This design comes from an exercise in tuning for small area, a short achievable clock period and few clock cycles per item on the open sky130 flow, not from production work. No run shown here included a check of the RTL's function; only the layout flow was run. Power is estimated from default activity; no workload was simulated.

**design/flow/flow/run.sh**
```bash
#!/bin/bash
set -euo pipefail
bash standard.sh SETUP_SLACK_MARGIN=5.6 "BUFFER_PORTS_ARGS=-buffer_cell sky130_fd_sc_hd__buf_1" finish > standard.log 2>&1
```
**design/flow/standard.sh**
```bash
#!/bin/bash
# synth_recipe.tcl (not shown) runs the flow's synth.tcl, then flattens the netlist and writes it again
# the make line also repeats each setting of config.mk as NAME=value (left out here)
make -C /OpenROAD-flow-scripts/flow DESIGN_CONFIG=/design/flow/config.mk WORK_HOME=/design/flow/orfs CLKGATE_MAP_FILE= SYNTH_SCRIPT=/design/flow/synth_recipe.tcl "${@:-finish}"
```
**design/flow/config.mk**
```make
export PLATFORM = sky130hd
export DESIGN_NAME = SSE
export DESIGN_NICKNAME = SSE
export VERILOG_FILES = /design/flow/design.v
export SDC_FILE = /design/flow/constraint.sdc
export NUM_CORES = 4
export LEC_CHECK = 0
export CAP_MARGIN = 20
export CORE_MARGIN = 2
export CORE_UTILIZATION = 40
export CTS_CLUSTER_DIAMETER = 100
export CTS_CLUSTER_SIZE = 30
export PLACE_DENSITY = 0.6
export SETUP_SLACK_MARGIN = 5
export SLEW_MARGIN = 20
export SYNTH_HIERARCHICAL = 1
export SYNTH_MINIMUM_KEEP_SIZE = 0
```
**design/flow/constraint.sdc**
```tcl
create_clock -name core_clock -period 10.0 [get_ports {clk}]
set_input_delay 2.0000 -clock core_clock [delete_from_list [all_inputs] [get_ports {clk}]]
set_output_delay 2.0000 -clock core_clock [all_outputs]
set_load 0.01 [all_outputs]
```
**design/flow/design.v**
```verilog
module sse_acc (
	input  logic        clk,
	input  logic        rst,
	input  logic        ps1,
	input  logic [7:0]  pe1,
	input  logic [24:0] pu1,
	input  logic        v5,
	input  logic        l5,
	output logic        out_valid,
	output logic [31:0] Y
);
	localparam logic [31:0] NAN = 32'h7f800001;
	logic [31:0] acc;
	logic        v6, l6;
	logic        aZ;     
	logic        ps;
	logic [7:0]  pe;
	logic        pNaN, pInf;   
	logic [23:0] yp;
	logic [3:0]  shH;    
	logic [7:0]  shL;    
	logic        selP;
	logic        as;
	logic [7:0]  ae;
	logic [22:0] af;
	assign {as, ae, af} = acc;
	logic aNaN, aInf, pZ;
	assign aNaN = (&ae) & (|af);
	assign aInf = (&ae) & ~(|af);
	assign pZ = ~(|pe);
	logic normal;
	assign normal = ~aZ & ~aNaN & ~aInf & ~pNaN & ~pInf & ~pZ;
	logic [23:0] ya;
	logic [24:0] S, S1;
	logic        ovf;
	logic [7:0]  E, E1;
	logic [23:0] ma, yh;
	assign ma = {1'b1, af};
	always_comb begin
		for (int i = 0; i < 24; i++) begin
			yh[i] = (shH[0] & ma[i]) | (shH[1] & (i + 8 < 24 ? ma[(i + 8) % 24] : 1'b0))
				| (shH[2] & (i + 16 < 24 ? ma[(i + 16) % 24] : 1'b0));
			ya[i] = 0;
			for (int j = 0; j < 8; j++)
				if (i + j < 24) ya[i] = ya[i] | (shL[j] & yh[i + j]);
		end
	end
	sse_cadd #(.W(24), .L(5)) add (.a(ya), .b(yp), .s0(S), .s1(S1));
	assign ovf = S[24];
	assign E = selP ? pe : ae;
	assign E1 = E + 8'd1;
	logic [31:0] nres, pval, res;
	logic        selN, selA, selP2, selNaN;
	assign nres = ovf ? {as, E1, S1[23:1]} : {as, E, S[22:0]};
	assign pval = {ps, pe, aZ ? yp[22:0] : 23'd0};
	assign selN = v6 & normal;
	assign selNaN = v6 & (aZ ? pNaN : (aNaN | pNaN | (aInf & pInf & (as != ps))));
	assign selA = ~v6 | (~aZ & ~aNaN & ~pNaN & (aInf ? (~pInf | (as == ps)) : (~pInf & pZ)));
	assign selP2 = v6 & (aZ ? (~pNaN & ~pZ) : (~aNaN & ~pNaN & ~aInf & pInf));
	assign res = ({32{selN}} & nres) | ({32{selA}} & acc) | ({32{selP2}} & pval) | ({32{selNaN}} & NAN);
	logic [25:0] pinc;
	logic [22:0] f1n;
	logic [23:0] m1n;
	logic [7:0]  e1n;
	sse_inc #(.W(25), .L(5)) inc1 (.a(pu1), .s(pinc));
	assign f1n = pu1[24] ? pinc[23:1] : pu1[22:0];
	assign m1n = {1'b1, f1n};
	assign e1n = pe1;
	logic [23:0] yp0, yp1;
	logic [8:0]  dP0, dA0;
	logic [4:0]  shA0, shA1;
	logic        sel0, sel1, inc;
	logic       ebP;
	logic [8:0] dPa, dPp, dAa, dAp;
	assign ebP = v6 & (aZ | selP);
	assign dPa = {1'b0, ae} - {1'b0, e1n};
	assign dPp = {1'b0, pe} - {1'b0, e1n};
	assign dAa = {1'b0, e1n} - {1'b0, ae};
	assign dAp = {1'b0, e1n} - {1'b0, pe};
	assign dP0 = ebP ? dPp : dPa;
	assign dA0 = ebP ? dAp : dAa;
	assign inc = v6 & ~aZ & ~pZ & ovf;
	assign sel0 = dP0[8];
	assign sel1 = sel0 & (dA0 != 9'd1);
	assign yp0 = sel0 ? m1n : (dP0[7:0] > 8'd23) ? 24'd0 : (m1n >> dP0[4:0]);
	assign yp1 = sel0 ? m1n : {1'b0, yp0[23:1]};
	assign shA0 = ~sel0 ? 5'd0 : (dA0[7:0] > 8'd23) ? 5'd24 : dA0[4:0];
	assign shA1 = ~sel1 ? 5'd0 : (dA0[7:0] > 8'd24) ? 5'd24 : (dA0[4:0] - 5'd1);
	logic azn;
	assign azn = v6 ? (l6 | (aZ & pZ)) : aZ;
	logic [23:0] ypc0, ypc1;
	logic [3:0]  shH0, shH1;
	logic [7:0]  shL0, shL1;
	assign ypc0 = azn ? m1n : yp0;
	assign ypc1 = azn ? m1n : yp1;
	assign shH0 = {1'b0, shA0[4:3] == 2'd2, shA0[4:3] == 2'd1, shA0[4:3] == 2'd0};
	assign shH1 = {1'b0, shA1[4:3] == 2'd2, shA1[4:3] == 2'd1, shA1[4:3] == 2'd0};
	always_comb
		for (int j = 0; j < 8; j++) begin
			shL0[j] = (shA0[2:0] == j);
			shL1[j] = (shA1[2:0] == j);
		end
	always_ff @(posedge clk) begin
		ps <= ps1;
		pe <= e1n;
		pNaN <= (&e1n) & (|f1n);
		pInf <= (&e1n) & ~(|f1n);
		l6 <= l5;
		acc <= res;
		selP <= inc ? sel1 : sel0;
		shH <= inc ? shH1 : shH0;
		shL <= inc ? shL1 : shL0;
		yp <= inc ? ypc1 : ypc0;
		if (rst) begin
			v6 <= 0;
			aZ <= 1;
			out_valid <= 0;
		end
		else begin
			v6 <= v5;
			aZ <= azn;
			out_valid <= v6 & l6;
		end
	end
	assign Y = acc;
endmodule
module sse_cadd #(parameter int W = 24, parameter int L = 5) (
	input  logic [W-1:0] a,
	input  logic [W-1:0] b,
	output logic [W:0]   s0,
	output logic [W:0]   s1
);
	logic [W-1:0] g [0:L];
	logic [W-1:0] t [0:L];
	logic [W-1:0] h;
	assign g[0] = a & b;
	assign t[0] = a | b;
	assign h = a ^ b;
	genvar l, i;
	generate
		for (l = 0; l < L; l++) begin : g_lvl
			for (i = 0; i < W; i++) begin : g_bit
				if (i >= (1 << l)) begin : g_op
					assign g[l + 1][i] = g[l][i] | (t[l][i] & g[l][i - (1 << l)]);
					assign t[l + 1][i] = t[l][i] & t[l][i - (1 << l)];
				end
				else begin : g_pass
					assign g[l + 1][i] = g[l][i];
					assign t[l + 1][i] = t[l][i];
				end
			end
		end
	endgenerate
	assign s0 = {g[L][W-1], h ^ {g[L][W-2:0], 1'b0}};
	assign s1 = {g[L][W-1] | t[L][W-1], h ^ {g[L][W-2:0] | t[L][W-2:0], 1'b1}};
endmodule
module sse_add #(parameter int W = 24, parameter int L = 5) (
	input  logic [W-1:0] a,
	input  logic [W-1:0] b,
	input  logic         ci,
	output logic [W:0]   s
);
	logic [W:0] g [0:L];
	logic [W:0] p [0:L];
	assign g[0] = {a & b, ci};
	assign p[0] = {a ^ b, 1'b0};
	genvar l, i;
	generate
		for (l = 0; l < L; l++) begin : g_lvl
			for (i = 0; i <= W; i++) begin : g_bit
				if ((i >> l) & 1) begin : g_op
					assign g[l + 1][i] = g[l][i] | (p[l][i] & g[l][((i >> l) << l) - 1]);
					assign p[l + 1][i] = p[l][i] & p[l][((i >> l) << l) - 1];
				end
				else begin : g_pass
					assign g[l + 1][i] = g[l][i];
					assign p[l + 1][i] = p[l][i];
				end
			end
		end
	endgenerate
	assign s = {g[L][W], p[0][W:1] ^ g[L][W-1:0]};
endmodule
module sse_inc #(parameter int W = 24, parameter int L = 5) (
	input  logic [W-1:0] a,
	output logic [W:0]   s
);
	logic [W-1:0] p [0:L];
	assign p[0] = a;
	genvar l, i;
	generate
		for (l = 0; l < L; l++) begin : g_lvl
			for (i = 0; i < W; i++) begin : g_bit
				if ((i >> l) & 1) begin : g_op
					assign p[l + 1][i] = p[l][i] & p[l][((i >> l) << l) - 1];
				end
				else begin : g_pass
					assign p[l + 1][i] = p[l][i];
				end
			end
		end
	endgenerate
	assign s = {p[L][W-1], a ^ {p[L][W-2:0], 1'b1}};
endmodule
module sse_sq_tree (
	input  logic [22:0] f,
	output logic [47:0] q0,
	output logic [47:0] q1
);
	wire t1 = ~(~(f[0] & f[17]) ^ ~(f[1] & f[16]));
	wire t2 = ~(f[0] & f[17]) | ~(f[1] & f[16]);
	wire t3 = ~(~(f[0] & f[18]) ^ ~(f[1] & f[17]));
	wire t4 = ~(f[0] & f[18]) | ~(f[1] & f[17]);
	wire t5, t6;
	sse_fa ut5 (.a(~(f[0] & f[19])), .b(~(f[1] & f[18])), .c(~(f[2] & f[17])), .s(t5), .co(t6));
	wire t7 = ~(~(f[3] & f[16]) ^ ~(f[4] & f[15]));
	wire t8 = ~(f[3] & f[16]) | ~(f[4] & f[15]);
	wire t9, t10;
	sse_fa ut9 (.a(~(f[0] & f[20])), .b(~(f[1] & f[19])), .c(~(f[2] & f[18])), .s(t9), .co(t10));
	wire t11 = ~(~(f[3] & f[17]) ^ ~(f[4] & f[16]));
	wire t12 = ~(f[3] & f[17]) | ~(f[4] & f[16]);
	wire t13, t14;
	sse_fa ut13 (.a(~(f[0] & f[21])), .b(~(f[1] & f[20])), .c(~(f[2] & f[19])), .s(t13), .co(t14));
	wire t15, t16;
	sse_fa ut15 (.a(~(f[3] & f[18])), .b(~(f[4] & f[17])), .c(~(f[5] & f[16])), .s(t15), .co(t16));
	wire t17 = ~(~(f[6] & f[15]) ^ ~(f[7] & f[14]));
	wire t18 = ~(f[6] & f[15]) | ~(f[7] & f[14]);
	wire t19, t20;
	sse_fa ut19 (.a(~(f[0] & f[22])), .b(~(f[1] & f[21])), .c(~(f[2] & f[20])), .s(t19), .co(t20));
	wire t21, t22;
	sse_fa ut21 (.a(~(f[3] & f[19])), .b(~(f[4] & f[18])), .c(~(f[5] & f[17])), .s(t21), .co(t22));
	wire t23 = ~(~(f[6] & f[16]) ^ ~(f[7] & f[15]));
	wire t24 = ~(f[6] & f[16]) | ~(f[7] & f[15]);
	wire t25, t26;
	sse_fa ut25 (.a(~f[0]), .b(~(f[1] & f[22])), .c(~(f[2] & f[21])), .s(t25), .co(t26));
	wire t27, t28;
	sse_fa ut27 (.a(~(f[3] & f[20])), .b(~(f[4] & f[19])), .c(~(f[5] & f[18])), .s(t27), .co(t28));
	wire t29, t30;
	sse_fa ut29 (.a(~(f[6] & f[17])), .b(~(f[7] & f[16])), .c(~(f[8] & f[15])), .s(t29), .co(t30));
	wire t31 = ~(~(f[9] & f[14]) ^ ~(f[10] & f[13]));
	wire t32 = ~(f[9] & f[14]) | ~(f[10] & f[13]);
	wire t33, t34;
	sse_fa ut33 (.a(~f[1]), .b(~(f[2] & f[22])), .c(~(f[3] & f[21])), .s(t33), .co(t34));
	wire t35, t36;
	sse_fa ut35 (.a(~(f[4] & f[20])), .b(~(f[5] & f[19])), .c(~(f[6] & f[18])), .s(t35), .co(t36));
	wire t37, t38;
	sse_fa ut37 (.a(~(f[7] & f[17])), .b(~(f[8] & f[16])), .c(~(f[9] & f[15])), .s(t37), .co(t38));
	wire t39, t40;
	sse_fa ut39 (.a(~f[2]), .b(~(f[3] & f[22])), .c(~(f[4] & f[21])), .s(t39), .co(t40));
	wire t41, t42;
	sse_fa ut41 (.a(~(f[5] & f[20])), .b(~(f[6] & f[19])), .c(~(f[7] & f[18])), .s(t41), .co(t42));
	wire t43, t44;
	sse_fa ut43 (.a(~(f[8] & f[17])), .b(~(f[9] & f[16])), .c(~(f[10] & f[15])), .s(t43), .co(t44));
	wire t45, t46;
	sse_fa ut45 (.a(~f[3]), .b(~(f[4] & f[22])), .c(~(f[5] & f[21])), .s(t45), .co(t46));
	wire t47, t48;
	sse_fa ut47 (.a(~(f[6] & f[20])), .b(~(f[7] & f[19])), .c(~(f[8] & f[18])), .s(t47), .co(t48));
	wire t49, t50;
	sse_fa ut49 (.a(~f[4]), .b(~(f[5] & f[22])), .c(~(f[6] & f[21])), .s(t49), .co(t50));
	wire t51, t52;
	sse_fa ut51 (.a(~(f[7] & f[20])), .b(~(f[8] & f[19])), .c(~(f[9] & f[18])), .s(t51), .co(t52));
	wire t53, t54;
	sse_fa ut53 (.a(~f[5]), .b(~(f[6] & f[22])), .c(~(f[7] & f[21])), .s(t53), .co(t54));
	wire t55, t56;
	sse_fa ut55 (.a(~f[6]), .b(~(f[7] & f[22])), .c(~(f[8] & f[21])), .s(t55), .co(t56));
	wire t57 = ~(~(f[0] & f[11]) ^ ~(f[1] & f[10]));
	wire t58 = ~(f[0] & f[11]) | ~(f[1] & f[10]);
	wire t59 = ~(~(f[0] & f[12]) ^ ~(f[1] & f[11]));
	wire t60 = ~(f[0] & f[12]) | ~(f[1] & f[11]);
	wire t61, t62;
	sse_fa ut61 (.a(~(f[0] & f[13])), .b(~(f[1] & f[12])), .c(~(f[2] & f[11])), .s(t61), .co(t62));
	wire t63 = ~(~(f[3] & f[10]) ^ ~(f[4] & f[9]));
	wire t64 = ~(f[3] & f[10]) | ~(f[4] & f[9]);
	wire t65, t66;
	sse_fa ut65 (.a(~(f[0] & f[14])), .b(~(f[1] & f[13])), .c(~(f[2] & f[12])), .s(t65), .co(t66));
	wire t67 = ~(~(f[3] & f[11]) ^ ~(f[4] & f[10]));
	wire t68 = ~(f[3] & f[11]) | ~(f[4] & f[10]);
	wire t69, t70;
	sse_fa ut69 (.a(~(f[0] & f[15])), .b(~(f[1] & f[14])), .c(~(f[2] & f[13])), .s(t69), .co(t70));
	wire t71, t72;
	sse_fa ut71 (.a(~(f[3] & f[12])), .b(~(f[4] & f[11])), .c(~(f[5] & f[10])), .s(t71), .co(t72));
	wire t73 = ~(~(f[6] & f[9]) ^ ~(f[7] & f[8]));
	wire t74 = ~(f[6] & f[9]) | ~(f[7] & f[8]);
	wire t75, t76;
	sse_fa ut75 (.a(~(f[0] & f[16])), .b(~(f[1] & f[15])), .c(~(f[2] & f[14])), .s(t75), .co(t76));
	wire t77, t78;
	sse_fa ut77 (.a(~(f[3] & f[13])), .b(~(f[4] & f[12])), .c(~(f[5] & f[11])), .s(t77), .co(t78));
	wire t79 = ~(~(f[6] & f[10]) ^ ~(f[7] & f[9]));
	wire t80 = ~(f[6] & f[10]) | ~(f[7] & f[9]);
	wire t81, t82;
	sse_fa ut81 (.a(t1), .b(~(f[2] & f[15])), .c(~(f[3] & f[14])), .s(t81), .co(t82));
	wire t83, t84;
	sse_fa ut83 (.a(~(f[4] & f[13])), .b(~(f[5] & f[12])), .c(~(f[6] & f[11])), .s(t83), .co(t84));
	wire t85, t86;
	sse_fa ut85 (.a(~(f[7] & f[10])), .b(~(f[8] & f[9])), .c(~f[9]), .s(t85), .co(t86));
	wire t87, t88;
	sse_fa ut87 (.a(t2), .b(t3), .c(~(f[2] & f[16])), .s(t87), .co(t88));
	wire t89, t90;
	sse_fa ut89 (.a(~(f[3] & f[15])), .b(~(f[4] & f[14])), .c(~(f[5] & f[13])), .s(t89), .co(t90));
	wire t91, t92;
	sse_fa ut91 (.a(~(f[6] & f[12])), .b(~(f[7] & f[11])), .c(~(f[8] & f[10])), .s(t91), .co(t92));
	wire t93, t94;
	sse_fa ut93 (.a(t4), .b(t5), .c(t7), .s(t93), .co(t94));
	wire t95, t96;
	sse_fa ut95 (.a(~(f[5] & f[14])), .b(~(f[6] & f[13])), .c(~(f[7] & f[12])), .s(t95), .co(t96));
	wire t97, t98;
	sse_fa ut97 (.a(~(f[8] & f[11])), .b(~(f[9] & f[10])), .c(~f[10]), .s(t97), .co(t98));
	wire t99, t100;
	sse_fa ut99 (.a(t6), .b(t8), .c(t9), .s(t99), .co(t100));
	wire t101, t102;
	sse_fa ut101 (.a(t11), .b(~(f[5] & f[15])), .c(~(f[6] & f[14])), .s(t101), .co(t102));
	wire t103, t104;
	sse_fa ut103 (.a(~(f[7] & f[13])), .b(~(f[8] & f[12])), .c(~(f[9] & f[11])), .s(t103), .co(t104));
	wire t105, t106;
	sse_fa ut105 (.a(t10), .b(t12), .c(t13), .s(t105), .co(t106));
	wire t107, t108;
	sse_fa ut107 (.a(t15), .b(t17), .c(~(f[8] & f[13])), .s(t107), .co(t108));
	wire t109, t110;
	sse_fa ut109 (.a(~(f[9] & f[12])), .b(~(f[10] & f[11])), .c(~f[11]), .s(t109), .co(t110));
	wire t111, t112;
	sse_fa ut111 (.a(t14), .b(t16), .c(t18), .s(t111), .co(t112));
	wire t113, t114;
	sse_fa ut113 (.a(t19), .b(t21), .c(t23), .s(t113), .co(t114));
	wire t115, t116;
	sse_fa ut115 (.a(~(f[8] & f[14])), .b(~(f[9] & f[13])), .c(~(f[10] & f[12])), .s(t115), .co(t116));
	wire t117, t118;
	sse_fa ut117 (.a(t20), .b(t22), .c(t24), .s(t117), .co(t118));
	wire t119, t120;
	sse_fa ut119 (.a(t25), .b(t27), .c(t29), .s(t119), .co(t120));
	wire t121, t122;
	sse_fa ut121 (.a(t31), .b(~(f[11] & f[12])), .c(~f[12]), .s(t121), .co(t122));
	wire t123, t124;
	sse_fa ut123 (.a(t26), .b(t28), .c(t30), .s(t123), .co(t124));
	wire t125, t126;
	sse_fa ut125 (.a(t32), .b(t33), .c(t35), .s(t125), .co(t126));
	wire t127, t128;
	sse_fa ut127 (.a(t37), .b(~(f[10] & f[14])), .c(~(f[11] & f[13])), .s(t127), .co(t128));
	wire t129, t130;
	sse_fa ut129 (.a(t34), .b(t36), .c(t38), .s(t129), .co(t130));
	wire t131, t132;
	sse_fa ut131 (.a(t39), .b(t41), .c(t43), .s(t131), .co(t132));
	wire t133, t134;
	sse_fa ut133 (.a(~(f[11] & f[14])), .b(~(f[12] & f[13])), .c(~f[13]), .s(t133), .co(t134));
	wire t135, t136;
	sse_fa ut135 (.a(t40), .b(t42), .c(t44), .s(t135), .co(t136));
	wire t137, t138;
	sse_fa ut137 (.a(t45), .b(t47), .c(~(f[9] & f[17])), .s(t137), .co(t138));
	wire t139, t140;
	sse_fa ut139 (.a(~(f[10] & f[16])), .b(~(f[11] & f[15])), .c(~(f[12] & f[14])), .s(t139), .co(t140));
	wire t141, t142;
	sse_fa ut141 (.a(t46), .b(t48), .c(t49), .s(t141), .co(t142));
	wire t143, t144;
	sse_fa ut143 (.a(t51), .b(~(f[10] & f[17])), .c(~(f[11] & f[16])), .s(t143), .co(t144));
	wire t145, t146;
	sse_fa ut145 (.a(~(f[12] & f[15])), .b(~(f[13] & f[14])), .c(~f[14]), .s(t145), .co(t146));
	wire t147, t148;
	sse_fa ut147 (.a(t50), .b(t52), .c(t53), .s(t147), .co(t148));
	wire t149, t150;
	sse_fa ut149 (.a(~(f[8] & f[20])), .b(~(f[9] & f[19])), .c(~(f[10] & f[18])), .s(t149), .co(t150));
	wire t151, t152;
	sse_fa ut151 (.a(~(f[11] & f[17])), .b(~(f[12] & f[16])), .c(~(f[13] & f[15])), .s(t151), .co(t152));
	wire t153, t154;
	sse_fa ut153 (.a(t54), .b(t55), .c(~(f[9] & f[20])), .s(t153), .co(t154));
	wire t155, t156;
	sse_fa ut155 (.a(~(f[10] & f[19])), .b(~(f[11] & f[18])), .c(~(f[12] & f[17])), .s(t155), .co(t156));
	wire t157, t158;
	sse_fa ut157 (.a(~(f[13] & f[16])), .b(~(f[14] & f[15])), .c(~f[15]), .s(t157), .co(t158));
	wire t159, t160;
	sse_fa ut159 (.a(t56), .b(~f[7]), .c(~(f[8] & f[22])), .s(t159), .co(t160));
	wire t161, t162;
	sse_fa ut161 (.a(~(f[9] & f[21])), .b(~(f[10] & f[20])), .c(~(f[11] & f[19])), .s(t161), .co(t162));
	wire t163, t164;
	sse_fa ut163 (.a(~(f[12] & f[18])), .b(~(f[13] & f[17])), .c(~(f[14] & f[16])), .s(t163), .co(t164));
	wire t165, t166;
	sse_fa ut165 (.a(~f[8]), .b(~(f[9] & f[22])), .c(~(f[10] & f[21])), .s(t165), .co(t166));
	wire t167, t168;
	sse_fa ut167 (.a(~(f[11] & f[20])), .b(~(f[12] & f[19])), .c(~(f[13] & f[18])), .s(t167), .co(t168));
	wire t169, t170;
	sse_fa ut169 (.a(~(f[14] & f[17])), .b(~(f[15] & f[16])), .c(~f[16]), .s(t169), .co(t170));
	wire t171, t172;
	sse_fa ut171 (.a(~f[9]), .b(~(f[10] & f[22])), .c(~(f[11] & f[21])), .s(t171), .co(t172));
	wire t173, t174;
	sse_fa ut173 (.a(~(f[12] & f[20])), .b(~(f[13] & f[19])), .c(~(f[14] & f[18])), .s(t173), .co(t174));
	wire t175, t176;
	sse_fa ut175 (.a(~f[10]), .b(~(f[11] & f[22])), .c(~(f[12] & f[21])), .s(t175), .co(t176));
	wire t177, t178;
	sse_fa ut177 (.a(~(f[13] & f[20])), .b(~(f[14] & f[19])), .c(~(f[15] & f[18])), .s(t177), .co(t178));
	wire t179, t180;
	sse_fa ut179 (.a(~f[11]), .b(~(f[12] & f[22])), .c(~(f[13] & f[21])), .s(t179), .co(t180));
	wire t181, t182;
	sse_fa ut181 (.a(~f[12]), .b(~(f[13] & f[22])), .c(~(f[14] & f[21])), .s(t181), .co(t182));
	wire t183 = ~(~(f[0] & f[7]) ^ ~(f[1] & f[6]));
	wire t184 = ~(f[0] & f[7]) | ~(f[1] & f[6]);
	wire t185 = ~(~(f[0] & f[8]) ^ ~(f[1] & f[7]));
	wire t186 = ~(f[0] & f[8]) | ~(f[1] & f[7]);
	wire t187, t188;
	sse_fa ut187 (.a(~(f[0] & f[9])), .b(~(f[1] & f[8])), .c(~(f[2] & f[7])), .s(t187), .co(t188));
	wire t189 = ~(~(f[3] & f[6]) ^ ~(f[4] & f[5]));
	wire t190 = ~(f[3] & f[6]) | ~(f[4] & f[5]);
	wire t191, t192;
	sse_fa ut191 (.a(~(f[0] & f[10])), .b(~(f[1] & f[9])), .c(~(f[2] & f[8])), .s(t191), .co(t192));
	wire t193 = ~(~(f[3] & f[7]) ^ ~(f[4] & f[6]));
	wire t194 = ~(f[3] & f[7]) | ~(f[4] & f[6]);
	wire t195, t196;
	sse_fa ut195 (.a(t57), .b(~(f[2] & f[9])), .c(~(f[3] & f[8])), .s(t195), .co(t196));
	wire t197, t198;
	sse_fa ut197 (.a(~(f[4] & f[7])), .b(~(f[5] & f[6])), .c(~f[6]), .s(t197), .co(t198));
	wire t199, t200;
	sse_fa ut199 (.a(t58), .b(t59), .c(~(f[2] & f[10])), .s(t199), .co(t200));
	wire t201, t202;
	sse_fa ut201 (.a(~(f[3] & f[9])), .b(~(f[4] & f[8])), .c(~(f[5] & f[7])), .s(t201), .co(t202));
	wire t203, t204;
	sse_fa ut203 (.a(t60), .b(t61), .c(t63), .s(t203), .co(t204));
	wire t205, t206;
	sse_fa ut205 (.a(~(f[5] & f[8])), .b(~(f[6] & f[7])), .c(~f[7]), .s(t205), .co(t206));
	wire t207, t208;
	sse_fa ut207 (.a(t62), .b(t64), .c(t65), .s(t207), .co(t208));
	wire t209, t210;
	sse_fa ut209 (.a(t67), .b(~(f[5] & f[9])), .c(~(f[6] & f[8])), .s(t209), .co(t210));
	wire t211, t212;
	sse_fa ut211 (.a(t66), .b(t68), .c(t69), .s(t211), .co(t212));
	wire t213, t214;
	sse_fa ut213 (.a(t71), .b(t73), .c(~f[8]), .s(t213), .co(t214));
	wire t215, t216;
	sse_fa ut215 (.a(t70), .b(t72), .c(t74), .s(t215), .co(t216));
	wire t217, t218;
	sse_fa ut217 (.a(t75), .b(t77), .c(t79), .s(t217), .co(t218));
	wire t219, t220;
	sse_fa ut219 (.a(t76), .b(t78), .c(t80), .s(t219), .co(t220));
	wire t221, t222;
	sse_fa ut221 (.a(t81), .b(t83), .c(t85), .s(t221), .co(t222));
	wire t223, t224;
	sse_fa ut223 (.a(t82), .b(t84), .c(t86), .s(t223), .co(t224));
	wire t225, t226;
	sse_fa ut225 (.a(t87), .b(t89), .c(t91), .s(t225), .co(t226));
	wire t227, t228;
	sse_fa ut227 (.a(t88), .b(t90), .c(t92), .s(t227), .co(t228));
	wire t229, t230;
	sse_fa ut229 (.a(t93), .b(t95), .c(t97), .s(t229), .co(t230));
	wire t231, t232;
	sse_fa ut231 (.a(t94), .b(t96), .c(t98), .s(t231), .co(t232));
	wire t233, t234;
	sse_fa ut233 (.a(t99), .b(t101), .c(t103), .s(t233), .co(t234));
	wire t235, t236;
	sse_fa ut235 (.a(t100), .b(t102), .c(t104), .s(t235), .co(t236));
	wire t237, t238;
	sse_fa ut237 (.a(t105), .b(t107), .c(t109), .s(t237), .co(t238));
	wire t239, t240;
	sse_fa ut239 (.a(t106), .b(t108), .c(t110), .s(t239), .co(t240));
	wire t241, t242;
	sse_fa ut241 (.a(t111), .b(t113), .c(t115), .s(t241), .co(t242));
	wire t243, t244;
	sse_fa ut243 (.a(t112), .b(t114), .c(t116), .s(t243), .co(t244));
	wire t245, t246;
	sse_fa ut245 (.a(t117), .b(t119), .c(t121), .s(t245), .co(t246));
	wire t247, t248;
	sse_fa ut247 (.a(t118), .b(t120), .c(t122), .s(t247), .co(t248));
	wire t249, t250;
	sse_fa ut249 (.a(t123), .b(t125), .c(t127), .s(t249), .co(t250));
	wire t251, t252;
	sse_fa ut251 (.a(t124), .b(t126), .c(t128), .s(t251), .co(t252));
	wire t253, t254;
	sse_fa ut253 (.a(t129), .b(t131), .c(t133), .s(t253), .co(t254));
	wire t255, t256;
	sse_fa ut255 (.a(t130), .b(t132), .c(t134), .s(t255), .co(t256));
	wire t257, t258;
	sse_fa ut257 (.a(t135), .b(t137), .c(t139), .s(t257), .co(t258));
	wire t259, t260;
	sse_fa ut259 (.a(t136), .b(t138), .c(t140), .s(t259), .co(t260));
	wire t261, t262;
	sse_fa ut261 (.a(t141), .b(t143), .c(t145), .s(t261), .co(t262));
	wire t263, t264;
	sse_fa ut263 (.a(t142), .b(t144), .c(t146), .s(t263), .co(t264));
	wire t265, t266;
	sse_fa ut265 (.a(t147), .b(t149), .c(t151), .s(t265), .co(t266));
	wire t267, t268;
	sse_fa ut267 (.a(t148), .b(t150), .c(t152), .s(t267), .co(t268));
	wire t269, t270;
	sse_fa ut269 (.a(t153), .b(t155), .c(t157), .s(t269), .co(t270));
	wire t271, t272;
	sse_fa ut271 (.a(t154), .b(t156), .c(t158), .s(t271), .co(t272));
	wire t273, t274;
	sse_fa ut273 (.a(t159), .b(t161), .c(t163), .s(t273), .co(t274));
	wire t275, t276;
	sse_fa ut275 (.a(t160), .b(t162), .c(t164), .s(t275), .co(t276));
	wire t277, t278;
	sse_fa ut277 (.a(t165), .b(t167), .c(t169), .s(t277), .co(t278));
	wire t279, t280;
	sse_fa ut279 (.a(t166), .b(t168), .c(t170), .s(t279), .co(t280));
	wire t281, t282;
	sse_fa ut281 (.a(t171), .b(t173), .c(~(f[15] & f[17])), .s(t281), .co(t282));
	wire t283, t284;
	sse_fa ut283 (.a(t172), .b(t174), .c(t175), .s(t283), .co(t284));
	wire t285, t286;
	sse_fa ut285 (.a(t177), .b(~(f[16] & f[17])), .c(~f[17]), .s(t285), .co(t286));
	wire t287, t288;
	sse_fa ut287 (.a(t176), .b(t178), .c(t179), .s(t287), .co(t288));
	wire t289, t290;
	sse_fa ut289 (.a(~(f[14] & f[20])), .b(~(f[15] & f[19])), .c(~(f[16] & f[18])), .s(t289), .co(t290));
	wire t291, t292;
	sse_fa ut291 (.a(t180), .b(t181), .c(~(f[15] & f[20])), .s(t291), .co(t292));
	wire t293, t294;
	sse_fa ut293 (.a(~(f[16] & f[19])), .b(~(f[17] & f[18])), .c(~f[18]), .s(t293), .co(t294));
	wire t295, t296;
	sse_fa ut295 (.a(t182), .b(~f[13]), .c(~(f[14] & f[22])), .s(t295), .co(t296));
	wire t297, t298;
	sse_fa ut297 (.a(~(f[15] & f[21])), .b(~(f[16] & f[20])), .c(~(f[17] & f[19])), .s(t297), .co(t298));
	wire t299, t300;
	sse_fa ut299 (.a(~f[14]), .b(~(f[15] & f[22])), .c(~(f[16] & f[21])), .s(t299), .co(t300));
	wire t301, t302;
	sse_fa ut301 (.a(~(f[17] & f[20])), .b(~(f[18] & f[19])), .c(~f[19]), .s(t301), .co(t302));
	wire t303, t304;
	sse_fa ut303 (.a(~f[15]), .b(~(f[16] & f[22])), .c(~(f[17] & f[21])), .s(t303), .co(t304));
	wire t305, t306;
	sse_fa ut305 (.a(~f[16]), .b(~(f[17] & f[22])), .c(~(f[18] & f[21])), .s(t305), .co(t306));
	wire t307 = ~(~(f[0] & f[5]) ^ ~(f[1] & f[4]));
	wire t308 = ~(f[0] & f[5]) | ~(f[1] & f[4]);
	wire t309 = ~(~(f[0] & f[6]) ^ ~(f[1] & f[5]));
	wire t310 = ~(f[0] & f[6]) | ~(f[1] & f[5]);
	wire t311, t312;
	sse_fa ut311 (.a(t183), .b(~(f[2] & f[5])), .c(~(f[3] & f[4])), .s(t311), .co(t312));
	wire t313, t314;
	sse_fa ut313 (.a(t184), .b(t185), .c(~(f[2] & f[6])), .s(t313), .co(t314));
	wire t315, t316;
	sse_fa ut315 (.a(t186), .b(t187), .c(t189), .s(t315), .co(t316));
	wire t317, t318;
	sse_fa ut317 (.a(t188), .b(t190), .c(t191), .s(t317), .co(t318));
	wire t319, t320;
	sse_fa ut319 (.a(t192), .b(t194), .c(t195), .s(t319), .co(t320));
	wire t321, t322;
	sse_fa ut321 (.a(t196), .b(t198), .c(t199), .s(t321), .co(t322));
	wire t323, t324;
	sse_fa ut323 (.a(t200), .b(t202), .c(t203), .s(t323), .co(t324));
	wire t325, t326;
	sse_fa ut325 (.a(t204), .b(t206), .c(t207), .s(t325), .co(t326));
	wire t327, t328;
	sse_fa ut327 (.a(t208), .b(t210), .c(t211), .s(t327), .co(t328));
	wire t329, t330;
	sse_fa ut329 (.a(t212), .b(t214), .c(t215), .s(t329), .co(t330));
	wire t331, t332;
	sse_fa ut331 (.a(t216), .b(t218), .c(t219), .s(t331), .co(t332));
	wire t333, t334;
	sse_fa ut333 (.a(t220), .b(t222), .c(t223), .s(t333), .co(t334));
	wire t335, t336;
	sse_fa ut335 (.a(t224), .b(t226), .c(t227), .s(t335), .co(t336));
	wire t337, t338;
	sse_fa ut337 (.a(t228), .b(t230), .c(t231), .s(t337), .co(t338));
	wire t339, t340;
	sse_fa ut339 (.a(t232), .b(t234), .c(t235), .s(t339), .co(t340));
	wire t341, t342;
	sse_fa ut341 (.a(t236), .b(t238), .c(t239), .s(t341), .co(t342));
	wire t343, t344;
	sse_fa ut343 (.a(t240), .b(t242), .c(t243), .s(t343), .co(t344));
	wire t345, t346;
	sse_fa ut345 (.a(t244), .b(t246), .c(t247), .s(t345), .co(t346));
	wire t347, t348;
	sse_fa ut347 (.a(t248), .b(t250), .c(t251), .s(t347), .co(t348));
	wire t349, t350;
	sse_fa ut349 (.a(t252), .b(t254), .c(t255), .s(t349), .co(t350));
	wire t351, t352;
	sse_fa ut351 (.a(t256), .b(t258), .c(t259), .s(t351), .co(t352));
	wire t353, t354;
	sse_fa ut353 (.a(t260), .b(t262), .c(t263), .s(t353), .co(t354));
	wire t355, t356;
	sse_fa ut355 (.a(t264), .b(t266), .c(t267), .s(t355), .co(t356));
	wire t357, t358;
	sse_fa ut357 (.a(t268), .b(t270), .c(t271), .s(t357), .co(t358));
	wire t359, t360;
	sse_fa ut359 (.a(t272), .b(t274), .c(t275), .s(t359), .co(t360));
	wire t361, t362;
	sse_fa ut361 (.a(t276), .b(t278), .c(t279), .s(t361), .co(t362));
	wire t363, t364;
	sse_fa ut363 (.a(t280), .b(t282), .c(t283), .s(t363), .co(t364));
	wire t365, t366;
	sse_fa ut365 (.a(t284), .b(t286), .c(t287), .s(t365), .co(t366));
	wire t367, t368;
	sse_fa ut367 (.a(t288), .b(t290), .c(t291), .s(t367), .co(t368));
	wire t369, t370;
	sse_fa ut369 (.a(t292), .b(t294), .c(t295), .s(t369), .co(t370));
	wire t371, t372;
	sse_fa ut371 (.a(t296), .b(t298), .c(t299), .s(t371), .co(t372));
	wire t373, t374;
	sse_fa ut373 (.a(t300), .b(t302), .c(t303), .s(t373), .co(t374));
	wire t375, t376;
	sse_fa ut375 (.a(t304), .b(t305), .c(~(f[19] & f[20])), .s(t375), .co(t376));
	wire t377, t378;
	sse_fa ut377 (.a(t306), .b(~f[17]), .c(~(f[18] & f[22])), .s(t377), .co(t378));
	wire t379, t380;
	sse_fa ut379 (.a(~f[18]), .b(~(f[19] & f[22])), .c(~(f[20] & f[21])), .s(t379), .co(t380));
	wire t381 = ~(~(f[0] & f[3]) ^ ~(f[1] & f[2]));
	wire t382 = ~(f[0] & f[3]) | ~(f[1] & f[2]);
	wire t383 = ~(~(f[0] & f[4]) ^ ~(f[1] & f[3]));
	wire t384 = ~(f[0] & f[4]) | ~(f[1] & f[3]);
	wire t385, t386;
	sse_fa ut385 (.a(t307), .b(~(f[2] & f[3])), .c(~f[3]), .s(t385), .co(t386));
	wire t387, t388;
	sse_fa ut387 (.a(t308), .b(t309), .c(~(f[2] & f[4])), .s(t387), .co(t388));
	wire t389, t390;
	sse_fa ut389 (.a(t310), .b(t311), .c(~f[4]), .s(t389), .co(t390));
	wire t391, t392;
	sse_fa ut391 (.a(t312), .b(t313), .c(~(f[3] & f[5])), .s(t391), .co(t392));
	wire t393, t394;
	sse_fa ut393 (.a(t314), .b(t315), .c(~f[5]), .s(t393), .co(t394));
	wire t395, t396;
	sse_fa ut395 (.a(t316), .b(t317), .c(t193), .s(t395), .co(t396));
	wire t397, t398;
	sse_fa ut397 (.a(t318), .b(t319), .c(t197), .s(t397), .co(t398));
	wire t399, t400;
	sse_fa ut399 (.a(t320), .b(t321), .c(t201), .s(t399), .co(t400));
	wire t401, t402;
	sse_fa ut401 (.a(t322), .b(t323), .c(t205), .s(t401), .co(t402));
	wire t403, t404;
	sse_fa ut403 (.a(t324), .b(t325), .c(t209), .s(t403), .co(t404));
	wire t405, t406;
	sse_fa ut405 (.a(t326), .b(t327), .c(t213), .s(t405), .co(t406));
	wire t407, t408;
	sse_fa ut407 (.a(t328), .b(t329), .c(t217), .s(t407), .co(t408));
	wire t409, t410;
	sse_fa ut409 (.a(t330), .b(t331), .c(t221), .s(t409), .co(t410));
	wire t411, t412;
	sse_fa ut411 (.a(t332), .b(t333), .c(t225), .s(t411), .co(t412));
	wire t413, t414;
	sse_fa ut413 (.a(t334), .b(t335), .c(t229), .s(t413), .co(t414));
	wire t415, t416;
	sse_fa ut415 (.a(t336), .b(t337), .c(t233), .s(t415), .co(t416));
	wire t417, t418;
	sse_fa ut417 (.a(t338), .b(t339), .c(t237), .s(t417), .co(t418));
	wire t419, t420;
	sse_fa ut419 (.a(t340), .b(t341), .c(t241), .s(t419), .co(t420));
	wire t421, t422;
	sse_fa ut421 (.a(t342), .b(t343), .c(t245), .s(t421), .co(t422));
	wire t423, t424;
	sse_fa ut423 (.a(t344), .b(t345), .c(t249), .s(t423), .co(t424));
	wire t425, t426;
	sse_fa ut425 (.a(t346), .b(t347), .c(t253), .s(t425), .co(t426));
	wire t427, t428;
	sse_fa ut427 (.a(t348), .b(t349), .c(t257), .s(t427), .co(t428));
	wire t429, t430;
	sse_fa ut429 (.a(t350), .b(t351), .c(t261), .s(t429), .co(t430));
	wire t431, t432;
	sse_fa ut431 (.a(t352), .b(t353), .c(t265), .s(t431), .co(t432));
	wire t433, t434;
	sse_fa ut433 (.a(t354), .b(t355), .c(t269), .s(t433), .co(t434));
	wire t435, t436;
	sse_fa ut435 (.a(t356), .b(t357), .c(t273), .s(t435), .co(t436));
	wire t437, t438;
	sse_fa ut437 (.a(t358), .b(t359), .c(t277), .s(t437), .co(t438));
	wire t439, t440;
	sse_fa ut439 (.a(t360), .b(t361), .c(t281), .s(t439), .co(t440));
	wire t441, t442;
	sse_fa ut441 (.a(t362), .b(t363), .c(t285), .s(t441), .co(t442));
	wire t443, t444;
	sse_fa ut443 (.a(t364), .b(t365), .c(t289), .s(t443), .co(t444));
	wire t445, t446;
	sse_fa ut445 (.a(t366), .b(t367), .c(t293), .s(t445), .co(t446));
	wire t447, t448;
	sse_fa ut447 (.a(t368), .b(t369), .c(t297), .s(t447), .co(t448));
	wire t449, t450;
	sse_fa ut449 (.a(t370), .b(t371), .c(t301), .s(t449), .co(t450));
	wire t451, t452;
	sse_fa ut451 (.a(t372), .b(t373), .c(~(f[18] & f[20])), .s(t451), .co(t452));
	wire t453, t454;
	sse_fa ut453 (.a(t374), .b(t375), .c(~f[20]), .s(t453), .co(t454));
	wire t455, t456;
	sse_fa ut455 (.a(t376), .b(t377), .c(~(f[19] & f[21])), .s(t455), .co(t456));
	wire t457, t458;
	sse_fa ut457 (.a(t378), .b(t379), .c(~f[21]), .s(t457), .co(t458));
	wire t459, t460;
	sse_fa ut459 (.a(t380), .b(~f[19]), .c(~(f[20] & f[22])), .s(t459), .co(t460));
	wire t461, t462;
	sse_fa ut461 (.a(~f[20]), .b(~(f[21] & f[22])), .c(~f[22]), .s(t461), .co(t462));
	assign q0[0] = ~f[0];
	assign q1[0] = 1'b1;
	assign q0[1] = 1'b1;
	assign q1[1] = 1'b1;
	assign q0[2] = ~(f[0] & f[1]);
	assign q1[2] = ~f[1];
	assign q0[3] = ~(f[0] & f[2]);
	assign q1[3] = 1'b1;
	assign q0[4] = t381;
	assign q1[4] = ~f[2];
	assign q0[5] = t382;
	assign q1[5] = t383;
	assign q0[6] = t384;
	assign q1[6] = t385;
	assign q0[7] = t386;
	assign q1[7] = t387;
	assign q0[8] = t388;
	assign q1[8] = t389;
	assign q0[9] = t390;
	assign q1[9] = t391;
	assign q0[10] = t392;
	assign q1[10] = t393;
	assign q0[11] = t394;
	assign q1[11] = t395;
	assign q0[12] = t396;
	assign q1[12] = t397;
	assign q0[13] = t398;
	assign q1[13] = t399;
	assign q0[14] = t400;
	assign q1[14] = t401;
	assign q0[15] = t402;
	assign q1[15] = t403;
	assign q0[16] = t404;
	assign q1[16] = t405;
	assign q0[17] = t406;
	assign q1[17] = t407;
	assign q0[18] = t408;
	assign q1[18] = t409;
	assign q0[19] = t410;
	assign q1[19] = t411;
	assign q0[20] = t412;
	assign q1[20] = t413;
	assign q0[21] = t414;
	assign q1[21] = t415;
	assign q0[22] = t416;
	assign q1[22] = t417;
	assign q0[23] = t418;
	assign q1[23] = t419;
	assign q0[24] = t420;
	assign q1[24] = t421;
	assign q0[25] = t422;
	assign q1[25] = t423;
	assign q0[26] = t424;
	assign q1[26] = t425;
	assign q0[27] = t426;
	assign q1[27] = t427;
	assign q0[28] = t428;
	assign q1[28] = t429;
	assign q0[29] = t430;
	assign q1[29] = t431;
	assign q0[30] = t432;
	assign q1[30] = t433;
	assign q0[31] = t434;
	assign q1[31] = t435;
	assign q0[32] = t436;
	assign q1[32] = t437;
	assign q0[33] = t438;
	assign q1[33] = t439;
	assign q0[34] = t440;
	assign q1[34] = t441;
	assign q0[35] = t442;
	assign q1[35] = t443;
	assign q0[36] = t444;
	assign q1[36] = t445;
	assign q0[37] = t446;
	assign q1[37] = t447;
	assign q0[38] = t448;
	assign q1[38] = t449;
	assign q0[39] = t450;
	assign q1[39] = t451;
	assign q0[40] = t452;
	assign q1[40] = t453;
	assign q0[41] = t454;
	assign q1[41] = t455;
	assign q0[42] = t456;
	assign q1[42] = t457;
	assign q0[43] = t458;
	assign q1[43] = t459;
	assign q0[44] = t460;
	assign q1[44] = t461;
	assign q0[45] = t462;
	assign q1[45] = ~f[21];
	assign q0[46] = 1'b0;
	assign q1[46] = ~f[22];
	assign q0[47] = 1'b1;
	assign q1[47] = 1'b1;
endmodule
module sse_sq_sum (
	input  logic [47:0] q0,
	input  logic [47:0] q1,
	output logic [47:0] P
);
	logic [48:0] s;
	sse_add #(.W(48), .L(6)) add (.a(q0), .b(q1), .ci(1'b1), .s(s));
	assign P = ~s[47:0];
endmodule
module sse_fa (
	input  logic a, b, c,
	output logic s, co
);
	assign s = a ^ b ^ c;
	assign co = (a & b) | (a & c) | (b & c);
endmodule
module SSE (
	input  logic        clk,
	input  logic        rst,
	input  logic        in_valid,
	input  logic        in_last,
	input  logic [31:0] A,
	input  logic [31:0] B,
	output logic        in_ready,
	output logic        out_valid,
	output logic [31:0] Y
);
	localparam logic [31:0] NAN = 32'h7f800001;
	logic v0, v2, v3, v4, v5;
	logic l0, l2, l3, l4, l5;
	always_ff @(posedge clk) begin
		if (rst) begin
			in_ready <= 0;
			{v0, v2, v3, v4, v5} <= 0;
		end
		else begin
			in_ready <= 1;
			v0 <= in_valid & in_ready;
			{v2, v3, v4, v5} <= {v0, v2, v3, v4};
		end
		{l0, l2, l3, l4, l5} <= {in_last, l0, l2, l3, l4};
	end
	logic        sA, sB;
	logic [7:0]  eA, eB;
	logic [22:0] fA, fB;
	assign {sA, eA, fA} = A;
	assign {sB, eB, fB} = B;
	logic nanA, nanB, infA, infB, zA, zB;
	assign nanA = (&eA) & (|fA);
	assign nanB = (&eB) & (|fB);
	assign infA = (&eA) & ~(|fA);
	assign infB = (&eB) & ~(|fB);
	assign zA = ~(|eA);
	assign zB = ~(|eB);
	logic        spec;
	logic [31:0] sval;
	always_comb begin
		spec = 1;
		if (nanA | nanB) sval = NAN;
		else if (infA & infB) sval = (sA == sB) ? A : NAN;
		else if (infA) sval = A;
		else if (infB) sval = B;
		else if (zA & zB) sval = 0;
		else if (zA) sval = {~sB, B[30:0]};
		else if (zB) sval = A;
		else begin
			spec = 0;
			sval = A;
		end
	end
	logic [8:0]  dAB;
	logic [7:0]  dBA;
	logic        aLess, eEq, fLess, swp;
	assign dAB = {1'b0, eA} - {1'b0, eB};
	assign dBA = eB - eA;
	assign aLess = dAB[8];
	assign eEq = (eA == eB);
	assign fLess = fA < fB;
	assign swp = A[30:0] < B[30:0];    
	logic [22:0] x0, y0;
	logic [4:0]  k0;
	logic [7:0]  e0;
	logic        s0, sub0;
	always_ff @(posedge clk) begin
		y0 <= swp ? fA : fB;
		if (spec) begin
			x0 <= sval[22:0];
			k0 <= 5'd24;
			e0 <= sval[30:23];
			s0 <= sval[31];
			sub0 <= 0;
		end
		else begin
			x0 <= swp ? fB : fA;
			k0 <= aLess ? ((dBA > 8'd23) ? 5'd24 : dBA[4:0]) : ((dAB[7:0] > 8'd23) ? 5'd24 : dAB[4:0]);
			e0 <= aLess ? eB : eA;
			s0 <= (sA == sB) ? (swp ^ sA) : sA;
			sub0 <= (sA == sB);
		end
	end
	logic [23:0] y1;
	assign y1 = {1'b1, y0} >> k0;
	logic [24:0] sum2;
	sse_add #(.W(24), .L(5)) add1 (.a({1'b1, x0}), .b(sub0 ? ~y1 : y1), .ci(sub0), .s(sum2));
	logic [24:0] r2;
	logic [7:0]  e2;
	logic        s2, sub2;
	always_ff @(posedge clk) begin
		r2 <= {sum2[24] & ~sub0, sum2[23:0]};
		e2 <= e0;
		s2 <= s0;
		sub2 <= sub0;
	end
	logic [24:0] inc3;
	logic [25:0] inc3x;
	assign inc3 = inc3x[24:0];
	sse_inc #(.W(25), .L(5)) inc1 (.a(r2), .s(inc3x));
	logic [31:0] zx;
	logic [7:0]  nz1;
	logic [15:0] nc1;
	logic [3:0]  nz2;
	logic [11:0] nc2;
	logic [1:0]  nz3;
	logic [7:0]  nc3;
	logic [4:0]  lz;
	assign zx = {r2[23:0], 8'hff};
	genvar gi;
	generate
		for (gi = 0; gi < 8; gi++) begin : g_l1
			logic [3:0] q;
			assign q = zx[4 * gi +: 4];
			assign nz1[gi] = |q;
			assign nc1[2 * gi +: 2] = q[3] ? 2'd0 : q[2] ? 2'd1 : q[1] ? 2'd2 : 2'd3;
		end
		for (gi = 0; gi < 4; gi++) begin : g_l2
			assign nz2[gi] = nz1[2 * gi + 1] | nz1[2 * gi];
			assign nc2[3 * gi +: 3] = nz1[2 * gi + 1] ? {1'b0, nc1[4 * gi + 2 +: 2]} : {1'b1, nc1[4 * gi +: 2]};
		end
		for (gi = 0; gi < 2; gi++) begin : g_l3
			assign nz3[gi] = nz2[2 * gi + 1] | nz2[2 * gi];
			assign nc3[4 * gi +: 4] = nz2[2 * gi + 1] ? {1'b0, nc2[6 * gi + 3 +: 3]} : {1'b1, nc2[6 * gi +: 3]};
		end
	endgenerate
	assign lz = nz3[1] ? {1'b0, nc3[7:4]} : {1'b1, nc3[3:0]};
	logic [23:0] n1;
	assign n1 = r2[23:0] << lz;
	logic        s3;
	logic [7:0]  e3;
	logic [4:0]  lz3;
	logic [22:0] f3;
	always_ff @(posedge clk) begin
		if (sub2) begin
			if (r2[23:0] == 0) begin
				s3 <= 0;
				e3 <= 0;
				lz3 <= 0;
			end
			else begin
				s3 <= s2;
				e3 <= e2;
				lz3 <= lz;
			end
			f3 <= n1[22:0];
		end
		else begin
			s3 <= s2;
			e3 <= r2[24] ? e2 + 8'd1 : e2;
			lz3 <= 0;
			f3 <= r2[24] ? inc3[23:1] : r2[22:0];
		end
	end
	logic        sd;
	logic [7:0]  ed;
	logic [22:0] fd;
	assign sd = s3;
	assign ed = e3 - {3'd0, lz3};
	assign fd = f3;
	logic [9:0] ex4;
	assign ex4 = {1'b0, ed, 1'b0} - 10'd127;
	logic [47:0] q0, q1;
	sse_sq_tree sq (.f(fd), .q0(q0), .q1(q1));
	logic spec4, ssp4, esp4, nsp4;
	always_comb begin
		spec4 = 1;
		ssp4 = 0;
		esp4 = 1;
		nsp4 = 0;
		if ((&ed) & (|fd)) nsp4 = 1;
		else if (&ed) ssp4 = sd;
		else if (~(|ed)) esp4 = 0;
		else if (~ex4[9] & (ex4[8:0] > 9'd254)) ;
		else if (ex4[9] | (ex4 == 0)) esp4 = 0;
		else spec4 = 0;
	end
	logic [47:0] r40, r41;
	logic [7:0]  e4;
	logic        spec5i, ssp5i, esp5i, nsp5i;
	always_ff @(posedge clk) begin
		r40 <= q0;
		r41 <= q1;
		e4 <= ex4[7:0];
		spec5i <= spec4;
		ssp5i <= ssp4;
		esp5i <= esp4;
		nsp5i <= nsp4;
	end
	logic [47:0] P;
	logic [24:0] U;
	sse_sq_sum sqs (.q0(r40), .q1(r41), .P(P));
	assign U = P[47:23];
	logic        ps5;
	logic [7:0]  pe5;
	logic [24:0] pu5;
	always_comb begin
		if (spec5i) begin
			ps5 = ssp5i;
			pe5 = {8{esp5i}};
			pu5 = {24'd0, nsp5i};
		end
		else begin
			ps5 = 0;
			pe5 = U[24] ? e4 + 8'd1 : e4;
			pu5 = U;
		end
	end
	logic        ps1;
	logic [7:0]  pe1;
	logic [24:0] pu1;
	always_ff @(posedge clk) begin
		ps1 <= ps5;
		pe1 <= pe5;
		pu1 <= pu5;
	end
	sse_acc acc (
		.clk(clk), .rst(rst),
		.ps1(ps1), .pe1(pe1), .pu1(pu1), .v5(v5), .l5(l5),
		.out_valid(out_valid), .Y(Y)
	);
endmodule
```
==> qor.yml, run 1 <==
outcome:
  outcome: "no timing/DRC/antenna violations"
route:
  wire_per_inst_um: 19.7
  antenna_left: 0
  drt_first_iter_violations: 2428
  dr.pass1.iters: 6
  via_per_inst: 5.75
  vias: 27000
  routed_wl_mm: 92.6
  drc: 0
global_route:
  grt_max_degree: 44
  grt_pass1_vias: 26400
  grt_usage_pct: 21.2
  antenna_found_initial: 0
  grt_overflow: 0
  grt_pass1_wl_mm: 148
setup_path:
  cp-end-kind: "register"
  cp_common_cell: "a21oi_1"
  path_cells: "buf_1 > inv_1 > ha_1 > a21oi_1 > o21bai_1 > a21oi_1 > o21ai_0 > a21oi_1 > o21ai_4 > buf_4 > o21ba_4 > a22o_1"
  crit_fanout: 36
  arrival_ns: 4.74
  critPathKind: "in -> reg"
  worstPathRequired_ns: 10.51
  slowest_delay_ns: 0.46
  critPathLaunchType: "input port"
  slowest_stage: "ha_1"
clock_tree:
  clockRootBuffer: "clkbuf_16"
  cts_buffer_depth: 3
  cts_buffers: 23
  cts_htree_levels: 1
  cts_tree: "built"
  clk_pin_slew_ns: 0.10
  insertion_delay_ns: 0.62
  clock-sinks: 368
timing:
  hold_viol_final: 0
  period_minus_slack_ns: 4.23
  tns_ns: 0
  setup_viol: 0
  slew_headroom_pct: 29.0
  max_freq_ghz: 0.236
  timing.final.crit_share_pct: 42.3
  worstMarginPinSlew_ns: 1.06
  rsz0062_at_grt: "true"
  fin_skew_ns: 0.0441
  slew_viol_final: 0
layout:
  nNetsFinal: 4109
  fillers: 8267
  insertedDiodeCount: 0
  drive_gt1_share_pct: 9.50
  postLayoutCellArea_um2: 34700
  syn2layout_area_growth_pct: 4.97
place:
  gp_congestion: 0.966
  hpwl_mm: 69.4
  place_area_um2: 33500
  numPortBuffers: 101
hold_path:
  hold_path_class: "reg -> reg"
pwr:
  p_per_area_nw_per_um2: 378
  p_leak_nw: 13.6
  ir_worst_vdd_mv: 0.337
floorplanning:
  rows: 105
  io_pins: 102
  dieHeight_um: 291
  die-width_um: 291
  fp.dieArea_um2: 84900
  initial_utilization_pct: 40.3
  coreArea_um2: 82000
yosys:
  yosysWarningCount: 19
  avgSynthCellArea_um2: 8.91
  netlist_area_um2: 33000
  postSynthCellCount: 3708
run:
  max-cap-violations: 0
==> cell type report <==
class / instances / area, um^2 / share of cell area [%]
Timing Repair inverter: 1 / 5.00 / 0.0144
Tap cell: 1070 / 1340 / 3.86
Sequential cell: 368 / 7420 / 21.4
Multi-Input combinational cell: 2774 / 23100 / 66.7
Clock inverter: 18 / 324 / 0.934
Timing Repair Buffer: 148 / 779 / 2.25
Inverter: 289 / 1090 / 3.14
Clock buffer: 24 / 589 / 1.70
==> metrics by stage <==
| stage | hold WS, ns | total power, W | worst slack (ns) | std cells | utilization [%] |
|---|---|---|---|---|---|
| floorplan | 0.310 | 0.0120 | 5.61 | 3713 | - |
| global placement | 0.310 | 0.0118 | 4.81 | 4640 | 40.8 |
| detailed placement | 0.312 | 0.0119 | 4.77 | 4640 | 40.8 |
| CTS | 0.337 | 0.0132 | 5.61 | 4682 | 42.0 |
| global route | 0.340 | 0.0145 | 5.55 | 4692 | 42.3 |
| finish | 0.337 | 0.0131 | 5.77 | 4692 | 42.3 |
==> worst max-delay path, delay by kind of cell <==
kind,cells,cell delay (ns)
buffers and inverters,3,0.63
adders and majority gates,1,0.46
AOI/OAI and AO/OA,8,1.64
==> power by group <==
group | leakage, nW | switching (W) | internal, W
sequential | 3.08 | 0.000620 | 0.00214
combinational | 10.1 | 0.00524 | 0.00392
clock | 0.434 | 0.000661 | 0.000519
total | 13.6 | 0.00652 | 0.00658
==> routing by layer <==
layer	vias up	wire length [um]	part of all wire [%]	GRT usage, %
met5	-	0	0	0
met4	0	2410	2.6	6.00
met3	133	5380	5.8	2.57
met2	927	44300	48	35.8
met1	13200	40600	44	28.5
li1	12800	-	-	-
==> cell usage in the layout (no fill, tap or decap), drive strengths merged, types with 30 or more instances in the layout <==
cell	n
dfxtp	368
fa	222
a22oi	54
nor2	214
nand4	62
nand2	429
o22ai	32
mux2	59
nor4	49
ha	214
xor2	84
nor2b	58
a22o	30
nor3	77
o21ai	120
nand3	73
a21oi	172
a221o	31
inv	298
a211oi	38
xnor2	90
a21o	35
o211ai	30
buf	146
and2	61
mux2i	147
==> path summary, 6_finish.rpt <==
kind	slack, ns	endpoint	from	depth (start not counted)
max	5.77	x0[7]	A[28]	12
min	0.34	l3	l2	0
max reg2reg	5.83	acc.shL[6]	acc.shH[0]	18
min reg2reg	0.34	l3	l2	0
==> registers in the layout (all words and copies together) (netlist names), 7 cells and up <==
name and flops:
x0 23, e4 7, f3 23, e3 8
acc.acc 32, e0 8, e2 8, acc.yp 24
pu1 25, pe1 8, r2 25, acc.pe 8
y0 23, r41 48, acc.shL 8, r40 48
==> what timing repair did <==
item | CTS | global route
gates cloned | 0 | 4
endpoints found under the setup margin | 68 | 79
pin swaps | 0 | 3
setup buffers | 0 | 6
hold endpoints to repair | 0 | 0
resized for setup | 30 | 39
hold buffers | 0 | 0
==> inputs of run 2 (changes only) <==
--- a/design/flow/design.v
+++ b/design/flow/design.v
@@ -11,8 +11,7 @@
 );
 	localparam logic [31:0] NAN = 32'h7f800001;
 	logic [31:0] acc;
-	logic        v6, l6;
-	logic        aZ;     
+	logic        v6, l6, fresh;
 	logic        ps;
 	logic [7:0]  pe;
 	logic        pNaN, pInf;   
@@ -24,9 +23,10 @@
 	logic [7:0]  ae;
 	logic [22:0] af;
 	assign {as, ae, af} = acc;
-	logic aNaN, aInf, pZ;
+	logic aNaN, aInf, aZ, pZ;
 	assign aNaN = (&ae) & (|af);
 	assign aInf = (&ae) & ~(|af);
+	assign aZ = fresh | ~(|ae);
 	assign pZ = ~(|pe);
 	logic normal;
 	assign normal = ~aZ & ~aNaN & ~aInf & ~pNaN & ~pInf & ~pZ;
@@ -113,12 +113,12 @@
 		yp <= inc ? ypc1 : ypc0;
 		if (rst) begin
 			v6 <= 0;
-			aZ <= 1;
+			fresh <= 1;
 			out_valid <= 0;
 		end
 		else begin
 			v6 <= v5;
-			aZ <= azn;
+			if (v6) fresh <= l6;
 			out_valid <= v6 & l6;
 		end
 	end
@@ -140,9 +140,9 @@
 	generate
 		for (l = 0; l < L; l++) begin : g_lvl
 			for (i = 0; i < W; i++) begin : g_bit
-				if (i >= (1 << l)) begin : g_op
-					assign g[l + 1][i] = g[l][i] | (t[l][i] & g[l][i - (1 << l)]);
-					assign t[l + 1][i] = t[l][i] & t[l][i - (1 << l)];
+				if ((i >> l) & 1) begin : g_op
+					assign g[l + 1][i] = g[l][i] | (t[l][i] & g[l][((i >> l) << l) - 1]);
+					assign t[l + 1][i] = t[l][i] & t[l][((i >> l) << l) - 1];
 				end
 				else begin : g_pass
 					assign g[l + 1][i] = g[l][i];
==> run 2 against run 1 <==
- clock-buffer cell count unchanged
- still clean on timing, DRC and antenna
- sequential power about the same
- critical path type is now reg -> reg
- combinational power down 1%
- die area down 3.0%
- clock power down 8%
- hold slack worse by 0.020 ns
- highest routed layer unchanged
- setup slack worse by 0.093 ns
- non-clock buffer count up 38
==> qor.yml, run 2 <==
outcome:
  outcome: "no timing/DRC/antenna violations"
clock_tree:
  insertion_delay_ns: 0.61  # about the same
  cts_buffers: 23  # unchanged
  clk_pin_slew_ns: 0.11  # about the same
  cts_htree_levels: 1  # unchanged
  clock-sinks: 368  # unchanged
  hold_buffers: 0  # unchanged
  cts_buffer_depth: 3  # unchanged
  cts_tree: "built"
  clockRootBuffer: "clkbuf_16"
hold_path:
  hold_path_class: "reg -> reg"
  min_to: "e2[5]"
  min_path_cells: 0  # unchanged
  worstHoldStart: "e0[5]"
global_route:
  grt_usage_pct: 20.6  # -0.58 points
  grt_pass1_vias: 25400  # -3.8%
  grt_overflow: 0  # unchanged
  antenna_found_initial: 0  # unchanged
  grt_max_degree: 39  # -11%
  grt_pass1_wl_mm: 140  # -5.5%
pwr:
  clkPwrFrac_pct: 8.4  # -0.6 points
  p_sw_share_pct: 49.5  # -0.24 points
  intPower_w: 0.00648  # -1.5%
  p_per_area_nw_per_um2: 375  # -0.85%
  p_switching_w: 0.00636  # -2.4%
  p_comb_share_pct: 70.4  # +0.5 points
  p_seq_share_pct: 21.2  # about the same
  p_leak_nw: 13.5  # -0.81%
  ir_worst_vdd_mv: 0.262  # -22%
timing:
  period_minus_slack_ns: 4.32  # +0.0932 ns
  timing.final.crit_share_pct: 43.2  # +0.93 points
  worstMarginPinSlew_ns: 1.01  # -0.0538 ns
  rsz0062_at_grt: "true"
  slew_headroom_pct: 32.5  # +3.5 points
  setup_viol: 0  # unchanged
  slew_viol_final: 0  # unchanged
  hold_viol_final: 0  # unchanged
  max_freq_ghz: 0.231  # -2.2%
  holdWs_ns: 0.316  # -0.0202 ns
  fin_skew_ns: 0.0566  # +0.0125 ns
  tns_ns: 0  # unchanged
layout:
  insertedDiodeCount: 0  # unchanged
  syn2layout_area_growth_pct: 7.06
  nNetsFinal: 4059  # -1.2%
  final_common_cell: "nand2_1"
  ff_latch_area_um2: 7410  # -0.17%
  reg_top3: "r40 x48, r41 x48, acc.acc x32"
  multi_input_area_um2: 22500  # -2.6%
  final_cell_mix: "410 x nand2_1, 343 x dfxtp_1, 282 x inv_1"
  fillers: 7755  # -6.2%
  drive_gt1_share_pct: 10.7  # +1.2 points
yosys:
  postSynthCellCount: 3619  # -2.4%
  avgSynthCellArea_um2: 8.85  # -0.67%
  yosysWarningCount: 19  # unchanged
  netlist_area_um2: 32000  # -3.1%
setup_path:
  r2r-start: "acc.shH[0]"
  slowest_delay_ns: 0.38  # -0.08 ns
  path_cells: "buf_12 > a221o_2 > a21oi_1 > nand4_1 > ha_2 > fa_2 > nor3b_4 > o31ai_4 > nand3_4 > a211oi_4 > o221ai_2 > a21o_4 > buf_12 > and3_4 > a21o_4 > a211o_1 > nor3b_2"
  ff2ff_path_depth: 17  # -1
  crit_fanout: 9  # -75%
  critPathLaunchType: "register"
  r2r-end: "acc.shL[1]"
  worstPathRequired_ns: 10.52  # about the same
  critPathKind: "reg -> reg"
  regToRegSetupSlack_ns: 5.68  # -0.15 ns
  arrival_ns: 4.84  # +0.10 ns
  cp-end-kind: "register"
  slowest_stage: "a221o_2"
route:
  antenna_left: 0  # unchanged
  via_per_inst: 5.73  # -0.29%
  wl_met1_mm: 38.4  # -5.5%
  dr.pass1.iters: 8  # +2
  drc: 0  # unchanged
  drt_first_iter_violations: 2295  # -5.5%
  met3_length_mm: 4.82  # -10%
  wl_met2_mm: 41.6  # -6.0%
  vias: 26500  # -1.9%
  routed_wl_mm: 87.5  # -5.5%
  top_layer: "met4"
  wire_per_inst_um: 19.0  # -4.0%
place:
  numPortBuffers: 101  # unchanged
  hpwl_mm: 64.1  # -7.5%
  gp_congestion: 0.959  # -0.76%
floorplanning:
  dieHeight_um: 287  # -1.5%
  initial_utilization_pct: 40.5  # +0.18 points
  fp.dieArea_um2: 82400  # -3.0%
  coreArea_um2: 79100  # -3.5%
  io_pins: 102  # unchanged
  die-width_um: 287  # -1.5%
  rows: 103  # -1.9%
run:
  max-cap-violations: 0  # unchanged
## run 2: area by class of cell
| type | count | area share [%] |
|---|---|---|
| Timing Repair Buffer | 186 | 3.19 |
| Tap cell | 1050 | 3.83 |
| Clock inverter | 15 | 0.693 |
| Multi-Input combinational cell | 2680 | 65.7 |
| Inverter | 292 | 3.26 |
| Sequential cell | 368 | 21.6 |
| Timing Repair inverter | 1 | 0.0146 |
| Clock buffer | 24 | 1.69 |
## run 2: critical path: cells and delay by family (launching register included)
kind / cells / cell delay [ns]
buffers and inverters: 2 / 0.27
AND/OR/NAND/NOR: 5 / 0.93
adder cells (fa/ha/maj): 2 / 0.62
AO/OA/AOI/OAI: 8 / 2.04
flip-flops: 1 / 0.36
## run 2: worst max path at each step
stage,to,from,cells after the start,slack (ns)
final,acc.shL[1],acc.shH[0],17,5.68
after floorplan,k0[4],B[23],12,5.60
after global routing,acc.shL[1],acc.shH[0],17,5.48
after global placement,acc.shL[5],acc.shH[0],17,4.18
after detailed placement,acc.shL[5],acc.shH[0],17,4.16
after CTS,x0[12],A[24],11,5.59
## run 2: power by group through the flow
stage	Combinational [W]	Sequential, W	Clock, W
finish	0.00904	0.00273	0.00108
global route	0.0102	0.00279	0.00117
detailed placement	0.00876	0.00277	0
CTS	0.00888	0.00274	0.00111
global placement	0.00863	0.00277	0
floorplan	0.00910	0.00249	0
## run 2: per-stage QoR
stage	setup WS [ns]	total power, W	area, um^2	cells	utilization (%)
after global routing	5.48	0.0142	34300	4616	43.3
final	5.68	0.0128	34300	4616	43.3
after CTS	5.59	0.0127	33600	4589	42.5
after floorplan	5.60	0.0116	32100	3624	-
after global placement	4.18	0.0114	32400	4531	41.0
after detailed placement	4.16	0.0115	32500	4531	41.0
## run 2: per-layer routing
metal  GRT usage [%]  up-vias
li1                -    12500
met1            27.7    12900
met2            35.1      927
met3            2.12      191
met4            5.79        0
met5               0        -
## run 2: repair_timing
action	CTS	global route
setup buffers	17	22
gates resized for setup	61	96
setup endpoints to repair	90	71
cloned	2	4
pin swaps	16	29

port drivers added, routing unchanged:
In the flow no input, the clock included, has a driving cell. The finished layouts below were timed again as built, in two steps.
Step 1 sets driving cells, clkbuf_16 on the clock port and buf_2 on the other inputs (assumed; they add their load-dependent delay and slew).
Step 2 times the ports against the registers' clock, not the clock port: input delays grow and output delays shrink by t, the midpoint of the rising clock arrivals with the driver on.
Slacks: ideal / step 1 / step 2; pairs: ideal / step 1.
run | t, ns | slack for setup (ns) | hold WS [ns]
run 1 | 0.662 | 5.769 / 5.808 / 5.145 | 0.337 / 0.337 / 0.337
run 2 | 0.648 | 5.676 / 5.676 / 5.099 | 0.316 / 0.316 / 0.316
After both steps every run listed still meets setup and hold. For run 1, which loses most, drivers alone change the setup slack by +0.039 ns; drivers and shift together by -0.624 ns.
